Source: an optimization exercise on an open RTL-to-GDS flow (aim: small area). Production flows keep margins and buffers that such runs may drop. RTL that was checked went through simulation tests only; none was proved equivalent to the original. Function not checked in run 1: the RTL went through the layout flow alone. Power figures rest on the tool's default switching activity, not on a simulated workload.

$ cat flow/config.mk
export PLATFORM = sky130hd
export DESIGN_NAME = main
export DESIGN_NICKNAME = main
export VERILOG_FILES = /design/flow/design.v
export SDC_FILE = /design/flow/constraint.sdc
export NUM_CORES = 4
export LEC_CHECK = 0
export ABC_CLOCK_PERIOD_IN_PS = 50000
export CAP_MARGIN = 20
export CORE_MARGIN = 2
export CORE_UTILIZATION = 40
export SLEW_MARGIN = 20
$ cat flow/constraint.sdc
create_clock -name core_clock -period 10.0 [get_ports {clk_in}]
set_input_delay 2.0000 -clock core_clock [delete_from_list [all_inputs] [get_ports {clk_in}]]
set_output_delay 2.0000 -clock core_clock [all_outputs]
set_load 0.01 [all_outputs]
$ cat flow/design.v
module main(
    input car_in,
    input [2:0] car_out,
    input clk_in,
    input rst,
    output wire door_open,
    output wire full_signal,
    output reg [3:0] state,
    output wire [4:0] seg_select,
    output reg [7:0] seg_data,
    output tmp
);
    assign tmp = rst;
    reg [8:0] dv;
    wire c40 = &dv[5:0];
    wire [8:0] dv_inc = dv + 9'd1;
    always @(posedge clk_in or posedge rst)
        if (rst) dv <= 9'd24;
        else     dv <= {dv_inc[8:5], dv_inc[4:3] | {2{c40}}, dv_inc[2:0]};
    wire t1 = c40 & ~dv[6];
    wire t2 = c40 & dv[6] & dv[7] & ~dv[8];
    reg ai, ax;
    reg [1:0] mi, mx;
    always @(posedge clk_in or posedge rst)
        if (rst) begin
            ai <= 1'b0; ax <= 1'b0; mi <= 2'b00; mx <= 2'b00;
        end else if (t1) begin
            ai <= ~car_in;
            ax <= ~car_out[2];
            mi <= {ai & ~mi[0], ai & (mi[1] | mi[0])};
            mx <= {ax & ~mx[0], ax & (mx[1] | mx[0])};
        end
    wire di = mi[1] & mi[0];
    wire dx = mx[1] & mx[0];
    reg [1:0] ls;
    wire [1:0] spot = car_out[1:0];
    wire is_full = &state;
    wire entry = di & ~is_full;
    wire occ = state[spot];
    wire exitv = dx & (is_full | ~di) & occ;
    reg [1:0] ebit;
    always @* begin
        casez (state)
            4'b???0: ebit = (state == 4'b0100) ? 2'd1 : 2'd0;
            4'b??01: ebit = 2'd1;
            4'b?011: ebit = 2'd2;
            default: ebit = 2'd3;
        endcase
    end
    reg [3:0] nstate;
    always @* begin
        nstate = state;
        if (entry) nstate = state | (4'b0001 << ebit);
        else if (exitv) nstate = state & ~(4'b0001 << spot);
    end
    wire s13 = ~state[3] & ~state[2] & state[0];
    wire ns13 = ~nstate[3] & ~nstate[2] & nstate[0];
    wire dexit_n = exitv | (ls[0] & s13);
    wire dreq_n = entry | dexit_n;
    wire fg_n = di & (&nstate);
    always @(posedge clk_in or posedge rst)
        if (rst) begin
            state <= 4'b0000;
        end else if (t1) begin
            state <= nstate;
        end
    always @(posedge clk_in)
        if (t1) begin
            if (entry) ls[1] <= ebit[1];
            else if (exitv) ls[1] <= spot[1];
            if (ns13) ls[0] <= dexit_n;
            else if (entry) ls[0] <= ebit[0];
            else if (exitv) ls[0] <= spot[0];
        end
    reg [1:0] near;
    always @* begin
        casez (state)
            4'b1100, 4'b1111: near = ls;
            4'b0001, 4'b0101, 4'b1001, 4'b1101: near = 2'd1;
            4'b0011, 4'b1011: near = 2'd2;
            4'b0111: near = 2'd3;
            default: near = 2'd0;
        endcase
    end
    wire [2:0] space = is_full ? {2'b00, ls == 2'd2}
                     : 3'd4 - (state[0] + state[1] + state[2] + state[3]);
    reg [6:0] dc;
    reg [5:0] dt;
    wire d_act = dt[5] | dt[4];
    wire [6:0] dc_inc = dc + 7'd1;
    wire [5:0] dt_inc = dt + 6'd1;
    always @(posedge clk_in or posedge rst)
        if (rst) begin
            dc <= 7'd3; dt <= 6'd0;
        end else if (t1) begin
            if (d_act) begin
                if (&dc) begin
                    dc <= 7'd3;
                    dt <= dt_inc | {5'b0, (&dt) & dreq_n};
                end else
                    dc <= dc_inc;
            end else if (dt[0])
                dt <= 6'd24;
            else
                dt <= {5'b0, dreq_n};
        end
    assign door_open = d_act & ~dt[0];
    reg [7:0] fc;
    reg [2:0] ft;
    wire f_act = ft[2] | (ft[1] & ft[0]);
    wire [7:0] fc_inc = fc + 8'd1;
    wire [2:0] ft_inc = ft + 3'd1;
    always @(posedge clk_in or posedge rst)
        if (rst) begin
            fc <= 8'd6; ft <= 3'd0;
        end else if (t1) begin
            if (f_act) begin
                if (&fc) begin
                    fc <= 8'd6;
                    ft <= ft_inc | {2'b0, (&ft) & fg_n};
                end else
                    fc <= fc_inc;
            end else if (ft[0])
                ft <= 3'd3;
            else
                ft <= {2'b0, fg_n};
        end
    assign full_signal = f_act & ft[0];
    reg sel;
    reg [2:0] sd;
    always @(posedge clk_in or posedge rst)
        if (rst) begin
            sel <= 1'b0; sd <= 3'd7;
        end else if (t2) begin
            sel <= ~sel;
            if (~sel)              sd <= space;
            else if (space == 3'd0) sd <= 3'd5;
            else                   sd <= {1'b0, near};
        end
    assign seg_select = {2'b00, sel, 1'b0, ~sel};
    always @* begin
        case (sd)
            3'd0: seg_data = 8'b00111111;
            3'd1: seg_data = 8'b00000110;
            3'd2: seg_data = 8'b01011011;
            3'd3: seg_data = 8'b01001111;
            3'd4: seg_data = 8'b01100110;
            3'd5: seg_data = 8'b01000000;
            default: seg_data = 8'b00000000;
        endcase
    end
endmodule
$ cat flow/flow/run.sh
#!/bin/bash
# Standard ORFS layout with smaller port buffers and a lighter clock tree.
set -euo pipefail
export BUFFER_PORTS_ARGS="-buffer_cell sky130_fd_sc_hd__buf_1"
export CTS_ARGS="-sink_clustering_enable -repair_clock_nets -dont_use_dummy_load -buf_list sky130_fd_sc_hd__clkbuf_8 -sink_clustering_size 16 -sink_clustering_max_diameter 60"
bash standard.sh > standard_flow.log 2>&1
$ cat flow/standard.sh
#!/bin/bash
# synth_recipe.tcl (not shown) runs the flow's synth.tcl, then flattens the netlist and writes it again
# the make line also repeats each setting of config.mk as NAME=value (left out here)
make -C /OpenROAD-flow-scripts/flow DESIGN_CONFIG=/design/flow/config.mk WORK_HOME=/design/flow/orfs CLKGATE_MAP_FILE= SYNTH_SCRIPT=/design/flow/synth_recipe.tcl "${@:-finish}"
==> results.txt, run 1 <==
status no timing/DRC/antenna violations; initial antenna violation count 0; First-pass DRT Iterations 4; launch point of the worst path rst; number of nets in the final layout 329; leakage power of the design 1.29 nW; Mapped Cells 299; Max-cap violations 0; max-slew headroom at the worst pin 0.314; wire per inst 13.3 µm; final core utilization 0.443; power per standard cell area around 100 mW/mm²; gate family responsible for the most delay along the worst path buffers and inverters; Post-DP HPWL 3.80 mm; top cells by count, synth dfrtp_1 (38), nand2_1 (34), a21oi_1 (23); Top FF cell, synth dfrtp_1; leading cell type by number of instances after synthesis dfrtp_1; cells taking the most area after synthesis dfrtp_1 (34%), dfstp_2 (8.4%), nand2_1 (4.5%); all-layer global routing usage 0.151; net switching component of the power 0.0000647 W; Clock Pin Slew Worst Setup and Hold Paths 0.07 ns; Pins Over Slew Limit 0; proportion of synthesized chip area in sequential cells 0.443; Core Box Area 0.00679 mm²; Post-synth EDFFs 2; number of cells upsized or downsized after cts 0; clock tree from TritonCTS yes; highest-delay cell along the critical path buf_1; clock group share of total power 0.333; number of levels the H-tree was split into 2; # port buffers 21; filler cell count 637; TritonCTS Buffers 5; FF+latch count, synth 49; share of the clock period used by the worst path 0.427; Die Wd 87.9 µm; setup slack of the most critical reg-to-reg path 7.21 ns; Synth-to-Final Area Change 6.71%; netlist area before placement 0.00282 mm²; largest area contributor in the synthesized netlist dfrtp_1; latest clock arrival within the worst-skew pair 0.30 ns; vertical die dimension just under 90 µm; unrepaired setup endpoints after global routing no; global-route wire length before repair a little over 9 mm; grt total ovfl 0; # Post-CTS Setup Buffers 0; most frequent CP cell buf_1; worst flop-to-flop path startpoint state[2]; area share of the largest cell type after synthesis 0.337; number of non-filler instances in the completed layout 407; worst hold path startpoint dv[0]; number of different library cells in the post-synthesis netlist between 50 and 60; total I/O pin count 26; Placer Congestion 0.833; Final Hold Vio Count 0; master cell of the clock root buffer clkbuf_8; classification of the worst setup path input pin to primary output; standard-cell rows 30; Fin Setup TNS 0 ns; critical path buffer and inverter count 2; sequential share of power 0.642; Yosys warning total 1; layout cell share with drive strength beyond 1 0.0932; design internal power roughly 0.00025 W; arrival time reported for the critical path endpoint 2.27 ns; maximum frequency from static timing analysis 234 MHz; HP Class flip-flop to flip-flop; Reg2Reg Depth 9; synthesized area divided by synthesized cell count roughly 9.4 µm²; Worst VDD drop roughly 0.05 mV; largest fanout of any net on the critical path 2; maximum root-to-sink buffer count 2; post-route antenna net violation count 0; switch share 0.208; hold slack final 0.441 ns; largest net degree at the start of global routing 48; proportion of register bits with asynchronous set or reset after synthesis 0.959; worst hold endpoint dv[0]; clock tree skew after final layout ~0.020 ns; Die ar. ~0.0077 mm²; average vias per placed instance between 5 and 6; combinational share of power 0.025; shortest period the worst path allows roughly 4.3 ns; detailed-route wire length 5.39 mm; vias in the first global route 2019; largest stage delay on the critical path 0.16 ns; Setup Viol. Count Final 0; Iteration-0 DRC Markers 141; ordered cell list for the critical path buf_1 -> buf_1; Worst Tran Pin Value 1.02 ns; hold-fix buffers at CTS 0; data required time at the worst endpoint 8.00 ns; element type at the critical path start input pin; Cell Count Post-Placement 402; number of sinks on the clock net 49; Reg-to-Reg End sd[0]; effective utilization at floorplan 0.415; endpoint kind of the worst setup timing path primary output; Via Count roughly 2.2k; number of inserted diodes 0; number of cells traversed by the worst hold path 1; final routed DRC violation total 0
cells in the final DEF (no fill, tap or decap), types with 8 or more instances in the layout:
| master | netlist | routed |
|---|---|---|
| nand4_1 | 9 | 9 |
| o21ai_1 | 10 | 10 |
| ha_1 | 9 | 9 |
| o21ai_0 | 17 | 17 |
| buf_1 | 1 | 21 |
| inv_1 | 13 | 12 |
| and3_1 | 14 | 14 |
| dfstp_2 | 9 | 9 |
| nand3_1 | 8 | 8 |
| a21oi_1 | 23 | 23 |
| nor2_1 | 18 | 18 |
| dfrtp_1 | 38 | 38 |
| xnor2_1 | 8 | 8 |
| nand2_1 | 34 | 34 |
cells by family (layout without fill, tap and decap cells):
| logic type | after synthesis | count (layout) | share of synthesized area |
|---|---|---|---|
| AO/OA/AOI/OAI | 75 | 75 | 0.166 |
| XOR/XNOR | 15 | 15 | 0.0466 |
| adder cells (fa/ha/maj) | 10 | 10 | 0.0471 |
| buffers and inverters | 31 | 40 | 0.0524 |
| flip-flops | 49 | 49 | 0.443 |
| multiplexers | 7 | 7 | 0.0302 |
| other | 1 | 4 | 0.00133 |
| AND/OR/NAND/NOR | 111 | 111 | 0.214 |
through the flow:
step / setup WS, ns / area, µm² / total power, W
2_1_floorplan: 5.88 / 2830 / 0.000210
3_3_place_gp: 5.74 / 2940 / 0.000211
3_5_place_dp: 5.74 / 2940 / 0.000211
4_1_cts: 5.74 / 3010 / 0.000316
5_1_grt: 5.69 / 3010 / 0.000323
6_report: 5.73 / 3010 / 0.000311
how the worst max path moves through the flow:
stage | to | slack, ns | cells after the start
final | tmp | 5.73 | 2
after global routing | tmp | 5.69 | 2
after CTS | tmp | 5.74 | 2
after detailed placement | tmp | 5.74 | 2
after global placement | tmp | 5.74 | 2
after floorplan | tmp | 5.88 | 1
registers in the layout, indices dropped and copies added, names as in the netlist, 3 cells and up:
signal  flops
dc          7
dt          6
dv          9
fc          8
ft          3
sd          3
state       4
area by class of cell:
cell class,count,area (µm²),share of cell area
clock buffer,5,68.8,0.0229
timing repair buffer,22,86.3,0.0287
inverter,13,50.0,0.0166
sequential,49,1250,0.415
multi-input combinational,222,1430,0.477
tap,96,120,0.0400
layer usage:
layer	wire, µm	vias to the layer above	global-route usage
met5	0	-	0
met3	254	5	0.0283
met2	2460	67	0.241
li1	-	1091	-
met1	2620	1039	0.210
met4	65	0	0.0420
power by group through the flow:
stage               Clock, W  Combinational [W]  Sequential [W]
finish              0.000104         0.00000783        0.000199
detailed placement         0         0.00000819        0.000203
CTS                 0.000108         0.00000820        0.000199
global placement           0         0.00000824        0.000203
floorplan                  0         0.00000697        0.000203
global route        0.000114         0.00000945        0.000199
==> run 2, diff against run 1 <==
--- a/flow/design.v
+++ b/flow/design.v
@@ -21,16 +21,15 @@
     wire t2 = c40 & dv[6] & dv[7] & ~dv[8];
-    reg ai, ax;
-    reg [1:0] mi, mx;
+    reg [2:0] qi, qo;
+    reg di, dx;
     always @(posedge clk_in or posedge rst)
         if (rst) begin
-            ai <= 1'b0; ax <= 1'b0; mi <= 2'b00; mx <= 2'b00;
+            qi <= 3'b000; qo <= 3'b000; di <= 1'b0; dx <= 1'b0;
         end else if (t1) begin
-            ai <= ~car_in;
-            ax <= ~car_out[2];
-            mi <= {ai & ~mi[0], ai & (mi[1] | mi[0])};
-            mx <= {ax & ~mx[0], ax & (mx[1] | mx[0])};
+            qi <= {qi[1:0], ~car_in};
+            qo <= {qo[1:0], ~car_out[2]};
+            di <= qi[0] & qi[1] & ~qi[2];
+            dx <= qo[0] & qo[1] & ~qo[2];
         end
-    wire di = mi[1] & mi[0];
-    wire dx = mx[1] & mx[0];
     reg [1:0] ls;
+    reg dexit;
     wire [1:0] spot = car_out[1:0];
@@ -55,6 +54,4 @@
     end
-    wire s13 = ~state[3] & ~state[2] & state[0];
-    wire ns13 = ~nstate[3] & ~nstate[2] & nstate[0];
-    wire dexit_n = exitv | (ls[0] & s13);
-    wire dreq_n = entry | dexit_n;
+    wire dfirst_n = entry;
+    wire dexit_n = exitv | (dexit & ~state[3] & ~state[2] & state[0]);
     wire fg_n = di & (&nstate);
@@ -62,13 +59,8 @@
         if (rst) begin
-            state <= 4'b0000;
+            state <= 4'b0000; ls <= 2'b00; dexit <= 1'b0;
         end else if (t1) begin
             state <= nstate;
-        end
-    always @(posedge clk_in)
-        if (t1) begin
-            if (entry) ls[1] <= ebit[1];
-            else if (exitv) ls[1] <= spot[1];
-            if (ns13) ls[0] <= dexit_n;
-            else if (entry) ls[0] <= ebit[0];
-            else if (exitv) ls[0] <= spot[0];
+            dexit <= dexit_n;
+            if (entry) ls <= ebit;
+            else if (exitv) ls <= spot;
         end
@@ -89,2 +81,4 @@
     wire d_act = dt[5] | dt[4];
+    wire d_start = ~d_act & (dt[0] | dexit);
+    wire dc_c = d_act & (&dc);
     wire [6:0] dc_inc = dc + 7'd1;
@@ -98,9 +92,9 @@
                     dc <= 7'd3;
-                    dt <= dt_inc | {5'b0, (&dt) & dreq_n};
+                    dt <= dt_inc | {5'b0, (&dt) & dfirst_n};
                 end else
                     dc <= dc_inc;
-            end else if (dt[0])
+            end else if (d_start)
                 dt <= 6'd24;
             else
-                dt <= {5'b0, dreq_n};
+                dt <= {5'b0, dfirst_n};
         end
==> flow/run.sh (new file) <==
#!/bin/bash
# synth_recipe.tcl (not shown) runs the flow's synth.tcl, then flattens the netlist and writes it again
# the make line also repeats each setting of config.mk as NAME=value (left out here)
make -C /OpenROAD-flow-scripts/flow DESIGN_CONFIG=/design/flow/config.mk WORK_HOME=/design/flow/orfs CLKGATE_MAP_FILE= SYNTH_SCRIPT=/design/flow/synth_recipe.tcl finish
--- a/flow/config.mk
+++ b/flow/config.mk
@@ -7,3 +7,2 @@
 export LEC_CHECK = 0
-export ABC_CLOCK_PERIOD_IN_PS = 50000
 export CAP_MARGIN = 20
removed: flow/flow/run.sh
removed: flow/standard.sh
==> run 2 against run 1 <==
Effect of this change: first-iteration DRC count fell by 5.7%; largest power group unchanged; utilization rose by 1.3 points; clock skew fell by 0.0098 ns; sequential power rose by 6%; highest routed layer unchanged; sequential share of layout area fell by 1.7 points; power rose by 11%; non-clock buffer count did not move; still clean on timing, DRC and antenna; hold slack improved by 0.014 ns.
==> results.txt, run 2 <==
vias in the first global route 2134 (+5.7%); data required time at the worst endpoint 8.00 ns (about the same); combinational family with the most area after synthesis simple AND/OR/NAND/NOR gates; largest fanout of any net on the critical path 2 (unchanged); Fin Setup TNS 0 ns (unchanged); parity-gate share of the synthesized area counting xor and xnor cells 0.0382 (-0.00847); gate family responsible for the most delay along the worst path buffers and inverters; proportion of register bits with asynchronous set or reset after synthesis 1.00 (+0.0408); arithmetic-cell share of the synthesized area counting full adders, half adders and majority gates 0.0512 (+0.00408); highest-delay cell along the critical path clkdlybuf4s50_1; hold-fix buffers at CTS 0 (unchanged); # Post-CTS Setup Buffers 0 (unchanged); top cells by count, synth dfrtp_1 (43), nand2_1 (38), nand3_1 (18); largest stage delay on the critical path 0.54 ns (+0.38 ns); Max-cap violations 0 (unchanged); shortest period the worst path allows 5.02 ns (+0.755 ns); classification of the worst setup path input pin to primary output; Setup Viol. Count Final 0 (unchanged); area share of the largest cell type after synthesis 0.361 (+0.0231); largest register by flop count dv; detailed-route wire length 5.73 mm (+6.2%); Worst Tran Pin Value 0.706 ns (-0.315 ns); maximum frequency from static timing analysis 199 MHz (-15%); Stages on worst setup path 2 (unchanged); global-route wire length before repair 10.3 mm (+11%); TritonCTS Buffers 5 (unchanged); power per standard cell area 104 mW/mm² (+1.0%); status no timing/DRC/antenna violations; Post-synth EDFFs 0 (-2); # port buffers 21 (unchanged); FF+latch count, synth 52 (+6.1%); number of different library cells in the post-synthesis netlist 64 (+16%); Pins Over Slew Limit 0 (unchanged); Placer Congestion 0.855 (+2.7%); flip-flop count of the largest register, all copies and words added 9 (unchanged); summed area of non-filler cells in the final layout 0.00330 mm² (+9.8%); standard-cell rows 31 (+3.3%); critical path buffer and inverter count 2 (unchanged); biggest regs dv (9), fc (8), dc (7); final routed DRC violation total 0 (unchanged); share of the clock period used by the worst path 0.502 (+0.0755); commonest cells after routing, fill and taps aside dfrtp_1 (43), nand2_1 (38), clkdlybuf4s50_1 (21), nand3_1 (18), o21ai_0 (17); grt total ovfl 0 (unchanged); number of cells traversed by the worst hold path 1 (unchanged); unrepaired setup endpoints after global routing no; endpoint kind of the worst setup timing path primary output; Iteration-0 DRC Markers 133 (-5.7%); vertical die dimension 90.4 µm (+2.8%); Reg2Reg Depth 8 (-1); synthesized area divided by synthesized cell count 9.72 µm² (+3.1%); clock tree skew after final layout 0.00997 ns (-0.00981 ns); most common cell after layout, fill and taps aside dfrtp_1; total I/O pin count 26 (unchanged); Compound-Gate Fraction of Synth Area 0.170 (+0.00418); Mapped Cells 307 (+2.7%); all-layer global routing usage 0.152 (+0.00144); Clock Pin Slew Worst Setup and Hold Paths 0.09 ns (+0.02 ns); Yosys warning total 1 (unchanged); multiplexer fraction of the synthesized cell area 0.0398 (+0.00964); Placement Cell Area 0.00321 mm² (+9.2%); largest area contributor in the synthesized netlist dfrtp_1; max-slew headroom at the worst pin 0.527 (+0.213); layout cell share with drive strength beyond 1 0.121 (+0.0282); master cell of the clock root buffer clkbuf_8; number of nets in the final layout 336 (+2.1%); filler cell count 721 (+13%); Via Count 2252 (+2.3%); effective utilization at floorplan 0.411 (-0.00331); Die Wd 90.4 µm (+2.8%); HP Class flip-flop to flip-flop; post-route antenna net violation count 0 (unchanged); ordered cell list for the critical path clkdlybuf4s50_1 -> clkdlybuf4s50_1; element type at the critical path start input pin; Post-DP HPWL 3.97 mm (+4.6%); cells taking the most area after synthesis dfrtp_1 (36%), dfstp_2 (7.9%), nand2_1 (4.8%); number of inserted diodes 0 (unchanged); leakage power of the design 1.40 nW (+8.5%); Synth-to-Final Area Change 10.6%; number of cells upsized or downsized after cts 0 (unchanged); Final Hold Vio Count 0 (unchanged); final core utilization 0.455 (+0.0125); initial antenna violation count 0 (unchanged); Core Box Area 0.00725 mm² (+6.8%); maximum root-to-sink buffer count 2 (unchanged); most frequent CP cell clkdlybuf4s50_1; combined flip-flop and latch cell area 0.00131 mm² (+5.2%); area of the multi-input gates 0.00149 mm² (+4.1%); clock tree from TritonCTS yes; average vias per placed instance 5.36 (-0.89%); latest clock arrival within the worst-skew pair 0.31 ns (about the same); proportion of synthesized chip area in sequential cells 0.440 (-0.00289); wire per inst 13.6 µm (+2.9%); Worst VDD drop 0.0742 mV (+50%); arrival time reported for the critical path endpoint 3.02 ns (+0.75 ns); simple-gate area share of the yosys netlist 0.196 (-0.0178); number of levels the H-tree was split into 2 (unchanged); leading cell type by number of instances after synthesis dfrtp_1; number of sinks on the clock net 52 (+6.1%); First-pass DRT Iterations 4 (unchanged); largest net degree at the start of global routing 53 (+10%); netlist area before placement 0.00298 mm² (+5.9%); Die ar. 0.00817 mm² (+5.6%); hold slack final 0.455 ns (+0.0137 ns); Top FF cell, synth dfrtp_1
run 2: cell types whose count changed after synthesis, moves of 4 or more:
cell      change
a21oi_1      -12
nand3_1      +10
and3_1        -7
nor2_1        -7
o21ai_1       -7
nand4_1       -6
dfrtp_1       +5
clkbuf_1      -4
nand2_1       +4
run 2: where the power goes:
part             total, W  leakage [nW]  switching, W  internal (W)
Clock            0.000124        0.0445     0.0000681     0.0000564
Sequential       0.000211         0.635   0.000000185      0.000210
Combinational  0.00000948         0.719    0.00000636    0.00000312
run 2: cell type report:
type	count	share of cell area
tap	99	0.0375
multi-input combinational	223	0.452
inverter	16	0.0182
clock inverter	1	0.00227
timing repair buffer	22	0.0660
sequential	52	0.398
clock buffer	7	0.0262
run 2: cell families (layout without fill, tap and decap cells):
family,Yosys count,count (layout)
AND/OR/NAND/NOR,109,109
other,1,4
flip-flops,52,52
multiplexers,10,10
buffers and inverters,35,46
XOR/XNOR,13,13
adder cells (fa/ha/maj),12,12
AO/OA/AOI/OAI,75,75
run 2: path summary, 6_finish.rpt:
kind	from	to	slack, ns
worst max-delay path	rst	tmp	4.98
worst min-delay path	qo[2]	dx	0.45
worst max register to register	state[1]	sd[0]	7.43
worst min register to register	qo[2]	dx	0.45
max in group asynchronous	rst	qo[0]	7.35
min in group asynchronous	rst	sel	2.21
run 2: metrics by stage:
step | power (W) | worst slack [ns] | std cells
6_report | 0.000345 | 4.98 | 420
5_1_grt | 0.000360 | 4.95 | 420
4_1_cts | 0.000351 | 4.97 | 420
3_5_place_dp | 0.000225 | 4.97 | 412
3_3_place_gp | 0.000225 | 4.97 | 412
2_1_floorplan | 0.000221 | 5.88 | 310
run 2: routing by layer:
| metal | track usage | vias to the layer above | share of wire |
|---|---|---|---|
| met5 | 0 | - | 0 |
| met4 | 0.0526 | 0 | 0.016 |
| met3 | 0.0301 | 9 | 0.035 |
| met2 | 0.231 | 40 | 0.44 |
| met1 | 0.218 | 1076 | 0.51 |
| li1 | - | 1127 | - |

## afterwards: timing with drivers on the ports
No port has a modelled driver above. Below, the same layouts with a new extraction and two added sets of constraints. Step 1, drivers: a clkbuf_16 drives clk_in and a buf_2 each remaining input, both assumed. Step 2 also shifts input and output timing later by t, the mid clock arrival at the registers, as if the neighbouring blocks saw the same clock. Three values: ideal ports, drivers, drivers and shift; two values: the first two.
run | t (ns) | slack for setup (ns) | cell pins on the clock port's net
run 1 | 0.318 | 5.732 / 5.709 / 5.709 | 1
run 2 | 0.329 | 4.977 / 4.949 / 4.949 | 1
After both steps setup and hold are still met in every run listed. For run 2, which loses most, drivers alone change the setup slack by -0.028 ns; drivers and shift together by -0.028 ns.
